Background: an optimization exercise with open tools, aiming at small area, a short achievable clock period and few clock cycles. Do not read the settings as production practice. At most, simulation tests tie the RTL to the original design; equivalence was not proved. Power is estimated from default activity; no workload was simulated.

==> run a: inputs <==
// JAM
module JAM (
input CLK,
input RST,
output reg [2:0] W,
output reg [2:0] J,
input [6:0] Cost,
output reg [3:0] MatchCount,
output reg [9:0] MinCost,
output reg Valid );
export LEC_CHECK = 0
export ABC_AREA = 1
export CAP_MARGIN = 0
export CORE_MARGIN = 2
export CORE_UTILIZATION = 40
export SETUP_SLACK_MARGIN = 2.7
export SLEW_MARGIN = 0
export TNS_END_PERCENT = 100
create_clock -name core_clock -period 5.0 [get_ports {CLK}]
run.sh (not shown) runs the stock make flow with config.mk's settings and CLKGATE_MAP_FILE= SYNTH_SCRIPT=/design/flow/synth_recipe.tcl, a recipe that flattens the netlist after the stock synthesis.
==> run b: changes against run a <==
CAP_MARGIN = 20   (was 0)
PLACE_DENSITY = 0.7   (was unset)
SLEW_MARGIN = 20   (was 0)
==> run c: changes against run a <==
CAP_MARGIN = 20   (was 0)
PLACE_DENSITY = 0.7   (was unset)
SETUP_SLACK_MARGIN = 2.8   (was 2.7)
SLEW_MARGIN = 20   (was 0)
==> reports/results.ini <==
[global_route]
grtUsageTotal_pct = 20.5

[finish]
seq_share_pct = 39.3
fillers = 14359

[worst_hold_path]
hold_path_end = R2_4[0]

[timing]
worst_pin_slew_ns = 1.01

[pwr]
pg_clk_w = 0.0114

[placed_design]
hpwl_um = 132000

[run_status]
outcome = complete, no violations

[critical_path]
critPathMaxStageDelay_ns = 0.39

(the above is from run c)
==> reports/results.ini <==
[timing]
fin_crit_sh_pct = 45.5
worst_pin_slew_ns = 1.02

[critical_path]
critPathMaxStageDelay_ns = 0.39

[run_status]
outcome = complete, no violations

[pwr]
pg_clk_w = 0.0114

[finish]
seq_share_pct = 39.8
fillers = 14513

[worst_hold_path]
hold_path_end = R4_0[0]

[placed_design]
hpwl_um = 132000

[yosys]
yosysMostFrequentCell = nand2_1

(the above is from run b)
==> reports/results.ini <==
[finish]
seq_share_pct = 39.9
fillers = 14802
inverters = 893

[worst_hold_path]
hold_path_end = R2_4[4]

[placed_design]
hpwl_um = 132000

[pwr]
pg_clk_w = 0.0110

[global_route]
grtUsageTotal_pct = 20.7

[critical_path]
critPathMaxStageDelay_ns = 0.62

[run_status]
outcome = complete, no violations

[timing]
worst_pin_slew_ns = 1.01

(the above is from run a)
No functional check of the RTL was part of any run of this note.


==> inputs of job 6595 <==
Another version of the RTL of JAM (not shown whole).
Settings: LEC_CHECK=0, CAP_MARGIN=20, CORE_MARGIN=2, CORE_UTILIZATION=40, SETUP_SLACK_MARGIN=2.7, SLEW_MARGIN=20, TNS_END_PERCENT=100; clock period 5.0 ns.
==> job 2896 (differences from job 6595) <==
--- a/flow/design.v
+++ b/flow/design.v
@@ -1206,27 +1206,27 @@
 wire [3:0] BN23 = {1'b0, BN3_2} + {1'b0, BN3_3};
 reg [8:0] BV4; reg [3:0] BCA, BCB;    
 always @(posedge CLK) begin
   BV4 <= ({9{BF4_m0}} & BU4_0) | ({9{BF4_m1}} & BU4_1) | ({9{BF4_m2}} & BU4_2) | ({9{BF4_m3}} & BU4_3);
   BCA <= (BF4_m0 & BF4_m1) ? BN01 : BF4_m0 ? {1'b0, BN3_0} : BF4_m1 ? {1'b0, BN3_1} : 4'd0;
   BCB <= (BF4_m2 & BF4_m3) ? BN23 : BF4_m2 ? {1'b0, BN3_2} : BF4_m3 ? {1'b0, BN3_3} : 4'd0;
 end
-wire [3:0] Fn = TCA + TCB;
-wire [3:0] Gn = BCA + BCB;
-reg [9:0] tot; reg [3:0] totn;
+reg [9:0] tot; reg [3:0] Fn, Gn;
 always @(posedge CLK) begin
   tot <= {1'b0, TV4} + {1'b0, BV4};
-  totn <= mul16(Fn, Gn);
+  Fn <= TCA + TCB;
+  Gn <= BCA + BCB;
 end
+wire [3:0] totn = mul16(Fn, Gn);
 reg [9:0] mc; reg [3:0] mn;
 wire [1:0] tc = cmp10(tot, mc);
 wire ld = fst[7] || (ev[7] && tc[1]);
 wire acc = ev[7] && tc[0];
 wire [9:0] mc_n = ld ? tot : mc;
 wire [3:0] mn_n = ld ? totn : acc ? mn + totn : mn;
 always @(posedge CLK) begin
   mc <= mc_n; mn <= mn_n;
-  if (ld) MinCost <= tot;
-  if (ld) MatchCount <= totn; else if (acc) MatchCount <= MatchCount + totn;
+  MinCost <= RST ? 10'd0 : mc_n;
+  MatchCount <= RST ? 4'd0 : mn_n;
   Valid <= RST ? 1'b0 : (Valid | lst[7]);
 end
 endmodule
ABC_AREA = 1   (was default)
CTS_CLUSTER_DIAMETER = 150   (was default)
CTS_CLUSTER_SIZE = 25   (was default)
PLACE_DENSITY = 0.7   (was default)
SETUP_SLACK_MARGIN = 2.75   (was 2.7)
==> job 402 (differences from job 6595) <==
--- a/flow/design.v
+++ b/flow/design.v
@@ -1206,21 +1206,21 @@
 wire [3:0] BN23 = {1'b0, BN3_2} + {1'b0, BN3_3};
 reg [8:0] BV4; reg [3:0] BCA, BCB;    
 always @(posedge CLK) begin
   BV4 <= ({9{BF4_m0}} & BU4_0) | ({9{BF4_m1}} & BU4_1) | ({9{BF4_m2}} & BU4_2) | ({9{BF4_m3}} & BU4_3);
   BCA <= (BF4_m0 & BF4_m1) ? BN01 : BF4_m0 ? {1'b0, BN3_0} : BF4_m1 ? {1'b0, BN3_1} : 4'd0;
   BCB <= (BF4_m2 & BF4_m3) ? BN23 : BF4_m2 ? {1'b0, BN3_2} : BF4_m3 ? {1'b0, BN3_3} : 4'd0;
 end
-wire [3:0] Fn = TCA + TCB;
-wire [3:0] Gn = BCA + BCB;
-reg [9:0] tot; reg [3:0] totn;
+reg [9:0] tot; reg [3:0] Fn, Gn;
 always @(posedge CLK) begin
   tot <= {1'b0, TV4} + {1'b0, BV4};
-  totn <= mul16(Fn, Gn);
+  Fn <= TCA + TCB;
+  Gn <= BCA + BCB;
 end
+wire [3:0] totn = mul16(Fn, Gn);
 reg [9:0] mc; reg [3:0] mn;
 wire [1:0] tc = cmp10(tot, mc);
 wire ld = fst[7] || (ev[7] && tc[1]);
 wire acc = ev[7] && tc[0];
 wire [9:0] mc_n = ld ? tot : mc;
 wire [3:0] mn_n = ld ? totn : acc ? mn + totn : mn;
 always @(posedge CLK) begin
ABC_AREA = 1   (was default)
==> job 1729 (differences from job 6595) <==
--- a/flow/design.v
+++ b/flow/design.v
@@ -1206,27 +1206,27 @@
 wire [3:0] BN23 = {1'b0, BN3_2} + {1'b0, BN3_3};
 reg [8:0] BV4; reg [3:0] BCA, BCB;    
 always @(posedge CLK) begin
   BV4 <= ({9{BF4_m0}} & BU4_0) | ({9{BF4_m1}} & BU4_1) | ({9{BF4_m2}} & BU4_2) | ({9{BF4_m3}} & BU4_3);
   BCA <= (BF4_m0 & BF4_m1) ? BN01 : BF4_m0 ? {1'b0, BN3_0} : BF4_m1 ? {1'b0, BN3_1} : 4'd0;
   BCB <= (BF4_m2 & BF4_m3) ? BN23 : BF4_m2 ? {1'b0, BN3_2} : BF4_m3 ? {1'b0, BN3_3} : 4'd0;
 end
-wire [3:0] Fn = TCA + TCB;
-wire [3:0] Gn = BCA + BCB;
-reg [9:0] tot; reg [3:0] totn;
+reg [9:0] tot; reg [3:0] Fn, Gn;
 always @(posedge CLK) begin
   tot <= {1'b0, TV4} + {1'b0, BV4};
-  totn <= mul16(Fn, Gn);
+  Fn <= TCA + TCB;
+  Gn <= BCA + BCB;
 end
+wire [3:0] totn = mul16(Fn, Gn);
 reg [9:0] mc; reg [3:0] mn;
 wire [1:0] tc = cmp10(tot, mc);
 wire ld = fst[7] || (ev[7] && tc[1]);
 wire acc = ev[7] && tc[0];
 wire [9:0] mc_n = ld ? tot : mc;
 wire [3:0] mn_n = ld ? totn : acc ? mn + totn : mn;
 always @(posedge CLK) begin
   mc <= mc_n; mn <= mn_n;
-  if (ld) MinCost <= tot;
-  if (ld) MatchCount <= totn; else if (acc) MatchCount <= MatchCount + totn;
+  MinCost <= RST ? 10'd0 : mc_n;
+  MatchCount <= RST ? 4'd0 : mn_n;
   Valid <= RST ? 1'b0 : (Valid | lst[7]);
 end
 endmodule
ABC_AREA = 1   (was default)
PLACE_DENSITY = 0.75   (was default)
SETUP_SLACK_MARGIN = 2.8   (was 2.7)
==> comparison table <==
| metric | job 2896 | job 6595 | job 1729 | job 402 |
|---|---|---|---|---|
| Result of the run | finished clean | finished clean | finished clean | finished clean |
| Cell with the biggest individual delay on the critical path | o31ai_2 | a2111oi_4 | dfxtp_4 | edfxtp_1 |
| Cts bufs inserted | 69 | 153 | 143 | 152 |
| Die Outline Area | 0.1643 sq mm | 0.1628 sq mm | 0.1643 sq mm | 0.1631 sq mm |
| Xor/xnor cell area share of the yosys netlist | 4.825% | 4.526% | 4.825% | 4.863% |
| Multi-input gate area in the final layout | 0.03128 sq mm | 0.03297 sq mm | 0.03142 sq mm | 0.03093 sq mm |
| Delay contributed by the slowest stage of the critical path | 0.66 ns | 0.36 ns | 0.36 ns | 0.40 ns |
| Initial Util | 40.21% | 40.30% | 40.21% | 40.32% |
| Endpoint arrival time on the critical path | 2.87 ns | 3.18 ns | 1.25 ns | 1.35 ns |
| Share of the synthesized area in compound gates (AO/OA/AOI/OAI) | 8.513% | 12.97% | 8.513% | 8.587% |
| Ratio of final minimum period to clock period | 44.72% | 50.20% | 45.01% | 47.05% |
| Area of the mapped netlist | 0.06442 sq mm | 0.06383 sq mm | 0.06442 sq mm | 0.06394 sq mm |
| Number of nets in the final layout | 8154 | 7317 | 8242 | 8180 |
| Reg2reg end | X3_2[4]$_DFF_P_ | BCA[0]$_DFF_P_ | BS_03_2[6]$_DFF_P_ | - |
| Area after DPL | 0.06725 sq mm | 0.06652 sq mm | 0.06724 sq mm | 0.06662 sq mm |
| Setup Crit Path Kind | register to register | register to register | register to output port | register to output port |
| Multi-input gate share of the layout cell area | 44.67% | 44.12% | 42.66% | 42.47% |
| Level count of the clock H-tree | 3 | 4 | 4 | 4 |
| Power share of the clock group | 15.4% | 25.0% | 24.9% | 25.3% |
| Number of standard cells in the final layout excluding fillers | 9362 | 8541 | 9550 | 9404 |
| Core region area | 0.1602 sq mm | 0.1584 sq mm | 0.1602 sq mm | 0.1586 sq mm |
| Post-Place Cells | 9236 | 8148 | 9234 | 9066 |
| Internal power | 23730 uW | 30620 uW | 28040 uW | 27890 uW |
| Post-layout worst setup margin | 2.764 ns | 2.490 ns | 2.750 ns | 2.648 ns |
| Post-route met1 wirelength | 77950 um | 80990 um | 76340 um | 77880 um |
| Post-layout instance area | 0.07001 sq mm | 0.07473 sq mm | 0.07366 sq mm | 0.07283 sq mm |
Testbench counts of job 2896, summed over its fixed seeds: cycles 5,392.
Testbench counts of job 1729, summed over its fixed seeds: cycles 5,392.
Function not checked in job 6595 and job 402: the RTL went through the layout flow alone.


==> v10 <==
RTL: one of the versions met above, not the one the previous note started from.
clock: 5.0 ns
lec_check: 0
abc_area: 1
cap_margin: 20
core_margin: 2
core_utilization: 40
setup_slack_margin: 3.2
slew_margin: 20
tns_end_percent: 100
==> v24 (differences from v10) <==
--- a/flow/design.v
+++ b/flow/design.v
@@ -1222,11 +1222,11 @@
 wire ld = fst[7] || (ev[7] && tc[1]);
 wire acc = ev[7] && tc[0];
 wire [9:0] mc_n = ld ? tot : mc;
 wire [3:0] mn_n = ld ? totn : acc ? mn + totn : mn;
 always @(posedge CLK) begin
   mc <= mc_n; mn <= mn_n;
-  if (ld) MinCost <= tot;
-  if (ld) MatchCount <= totn; else if (acc) MatchCount <= MatchCount + totn;
+  MinCost <= RST ? 10'd0 : mc_n;
+  MatchCount <= RST ? 4'd0 : mn_n;
   Valid <= RST ? 1'b0 : (Valid | lst[7]);
 end
 endmodule
Settings changed: CTS_CLUSTER_DIAMETER set to 100, CTS_CLUSTER_SIZE set to 25, PLACE_DENSITY set to 0.7, SETUP_SLACK_MARGIN 3.2 to 2.8.
==> v32 (differences from v10) <==
--- a/flow/design.v
+++ b/flow/design.v
@@ -1222,11 +1222,11 @@
 wire ld = fst[7] || (ev[7] && tc[1]);
 wire acc = ev[7] && tc[0];
 wire [9:0] mc_n = ld ? tot : mc;
 wire [3:0] mn_n = ld ? totn : acc ? mn + totn : mn;
 always @(posedge CLK) begin
   mc <= mc_n; mn <= mn_n;
-  if (ld) MinCost <= tot;
-  if (ld) MatchCount <= totn; else if (acc) MatchCount <= MatchCount + totn;
+  MinCost <= RST ? 10'd0 : mc_n;
+  MatchCount <= RST ? 4'd0 : mn_n;
   Valid <= RST ? 1'b0 : (Valid | lst[7]);
 end
 endmodule
Settings changed: SETUP_SLACK_MARGIN 3.2 to 2.7.
==> comparison <==
Of v24 and v10, v10 has the higher non-clock buffer count (gap 326).
Clock skew, highest first: v10, v32, v24.
First-iteration DRC count: v24 > v10 > v32.
Of v24 and v10, v24 has the higher synthesized cell count (gap 1.2%, measured against v10).
Testbench counts of v24, summed over its fixed seeds: cycles 5,392.
Testbench counts of v32, summed over its fixed seeds: cycles 5,392.
The RTL of v10 was laid out without a check of its function.


==> 11-10: inputs <==
RTL: one of the versions met above, not the one the previous note started from.
Settings: LEC_CHECK=0, ABC_AREA=1, CAP_MARGIN=20, CORE_MARGIN=2, CORE_UTILIZATION=40, SETUP_SLACK_MARGIN=2.7, SLEW_MARGIN=20, TNS_END_PERCENT=100; clock period 5.0 ns.
==> 11-17: changes against 11-10 <==
--- a/flow/config.mk
+++ b/flow/config.mk
@@ -9,6 +9,9 @@
 export CAP_MARGIN = 20
 export CORE_MARGIN = 2
 export CORE_UTILIZATION = 40
-export SETUP_SLACK_MARGIN = 2.7
+export CTS_CLUSTER_DIAMETER = 150
+export CTS_CLUSTER_SIZE = 25
+export PLACE_DENSITY = 0.7
+export SETUP_SLACK_MARGIN = 2.8
 export SLEW_MARGIN = 20
 export TNS_END_PERCENT = 100
==> comparison table <==
quantity                                                    11-10       11-17
Outcome                          no timing/DRC/antenna violations  no timing/DRC/antenna violations
Post-detailed-placement half-perimeter wirelength       132000 um   132000 um
Final critical-path required period                       2.33 ns     2.21 ns
Sequential group share of total power                       36.1%       39.5%
Number of detailed-route iterations in the first pass           7          10
Peak supply drop                                           391 uV      285 uV
Ratio of routed vias to standard cells                       4.91        5.01
Critical path data arrival time                           2.93 ns     2.78 ns
Post-cts sizing count                                         167         273
Clk slew on worst S/H paths                               0.06 ns     0.10 ns
P&R area growth vs syn                                      14.2%       10.9%
Final clock-cell share                                      6.81%       2.57%
Post-layout instance count excluding filler cells            9329        9173
Flip-flop and latch share of the layout cell area           39.9%       41.2%
No run of this note included a check of the RTL's function; only the layout flow was run.


==> inputs of run C <==
JAM, a different RTL version from the one above (not shown whole).
Settings: LEC_CHECK=0, CAP_MARGIN=20, CORE_MARGIN=2, CORE_UTILIZATION=40, CTS_CLUSTER_DIAMETER=100, CTS_CLUSTER_SIZE=30, SETUP_SLACK_MARGIN=3.0, SLEW_MARGIN=20, TNS_END_PERCENT=100; clock period 5.0 ns.
==> inputs of run E, as changes to run C <==
- CTS_CLUSTER_DIAMETER: 100 -> not set
- CTS_CLUSTER_SIZE: 30 -> not set
- SETUP_SLACK_MARGIN: 3.0 -> 2.5
==> summary.txt <==
Between run C and run E, the lower sequential share of layout area is in run C (gap 2.1 points).
Between run E and run C, the lower sequential power is in run E (gap about 2%, measured against run C).
Of run C and run E, run C has the higher critical path depth (gap 8).
Via count: run C is higher than run E (about 4%).
Against run C, the final area of run E is lower by about 7%.
In run E the hold slack is worse than in run C, by 2.2 ps.
Clock-buffer cell count: run C is lower than run E (129).
Of run C and run E, run C has the higher non-clock buffer count (gap 353).
Between run E and run C, the lower clock skew is in run E (gap 6.4 ps).
==> figures <==
| quantity | run E | run C |
|---|---|---|
| Overall Power | 45.3 mW | 47.5 mW |
| Largest stage delay on the critical path | 420 ps | 520 ps |
| Gates resized, CTS repair | 61 | 1195 |
| Wire length of the first global-routing pass | 262000 um | 275000 um |
| Post-layout utilization of the core | 45.4% | 48.7% |
| Share of the final layout cell area in multi-input gates | 43.7% | 47.2% |
| Total clock buffers created by CTS | 156 | 60 |
| GR met2 Demand/Resource | 33.4% | 35.0% |
| Slowest CP cell | sky130_fd_sc_hd__edfxtp_1 | sky130_fd_sc_hd__fa_1 |
| Internal Power | 28.4 mW | 28.5 mW |
| Slew headroom | 22.7% | 41.7% |
| Seq/total area | 41.2% | 39.1% |
| Depth of the worst register-to-register path | 8 | 9 |
| Nature of the critical path endpoint | output port | flip-flop |
| Endpoint of the lowest-slack register-to-register path | BV3_023[1] | Gn[3] |
| Result of the run | finished clean | finished clean |
| Sequential Power Share | 37.3% | 36.4% |
| Routability-driven placement congestion ratio | 0.929 | 0.936 |
| Clk power | 11.8 mW | 6.23 mW |
| Worst vdd ir | 0.000417 V | 0.000359 V |
Testbench counts of run C, summed over its fixed seeds: cycles 5,392.
Testbench counts of run E, summed over its fixed seeds: cycles 5,392.

==> what the ideal ports hide <==
Ports are ideal in the flow. The routed layouts listed here were re-timed in OpenROAD. Step 1, drivers: a clkbuf_16 drives CLK and a buf_2 each remaining input, both assumed. Step 2 moves the port delays by t, midway between the first and last clock arrival at a register: inputs arrive t later, outputs are due t later. That takes back most of the time a late clock gives input paths. Three values: ideal, step 1, step 2; two values: the first two.
run	t, ns	setup WS [ns]	worst setup path after step 2	pins driven straight from the clock port
run a of note 1	0.842	2.674 / 2.674 / 2.370	input to register	1
run b of note 1	0.843	2.723 / 2.644 / 2.404	input to register	1
run c of note 1	0.839	2.719 / 2.641 / 2.412	input to register	1
job 6595	0.843	2.490 / 2.490 / 2.393	input to register	1
job 2896	0.769	2.764 / 2.739 / 2.619	input to register	1
job 402	0.847	2.648 / 2.575 / 2.541	input to register	1
job 1729	0.855	2.750 / 2.671 / 2.604	input to register	1
v10	0.865	2.619 / 2.544 / 2.566	input to register	1
v24	0.778	2.824 / 2.751 / 2.607	input to register	1
v32	0.861	2.740 / 2.671 / 2.546	input to register	1
11-10	0.842	2.674 / 2.674 / 2.370	input to register	1
11-17	0.753	2.792 / 2.723 / 2.372	input to register	1
run C of note 5	0.786	2.593 / 2.593 / 2.497	input to register	1
run E of note 5	0.857	2.556 / 2.477 / 2.229	input to register	1
After both steps setup and hold are still met in every run listed. The setup slack of 11-17, which loses most, moves by -0.069 ns with the drivers and by -0.420 ns with both steps.
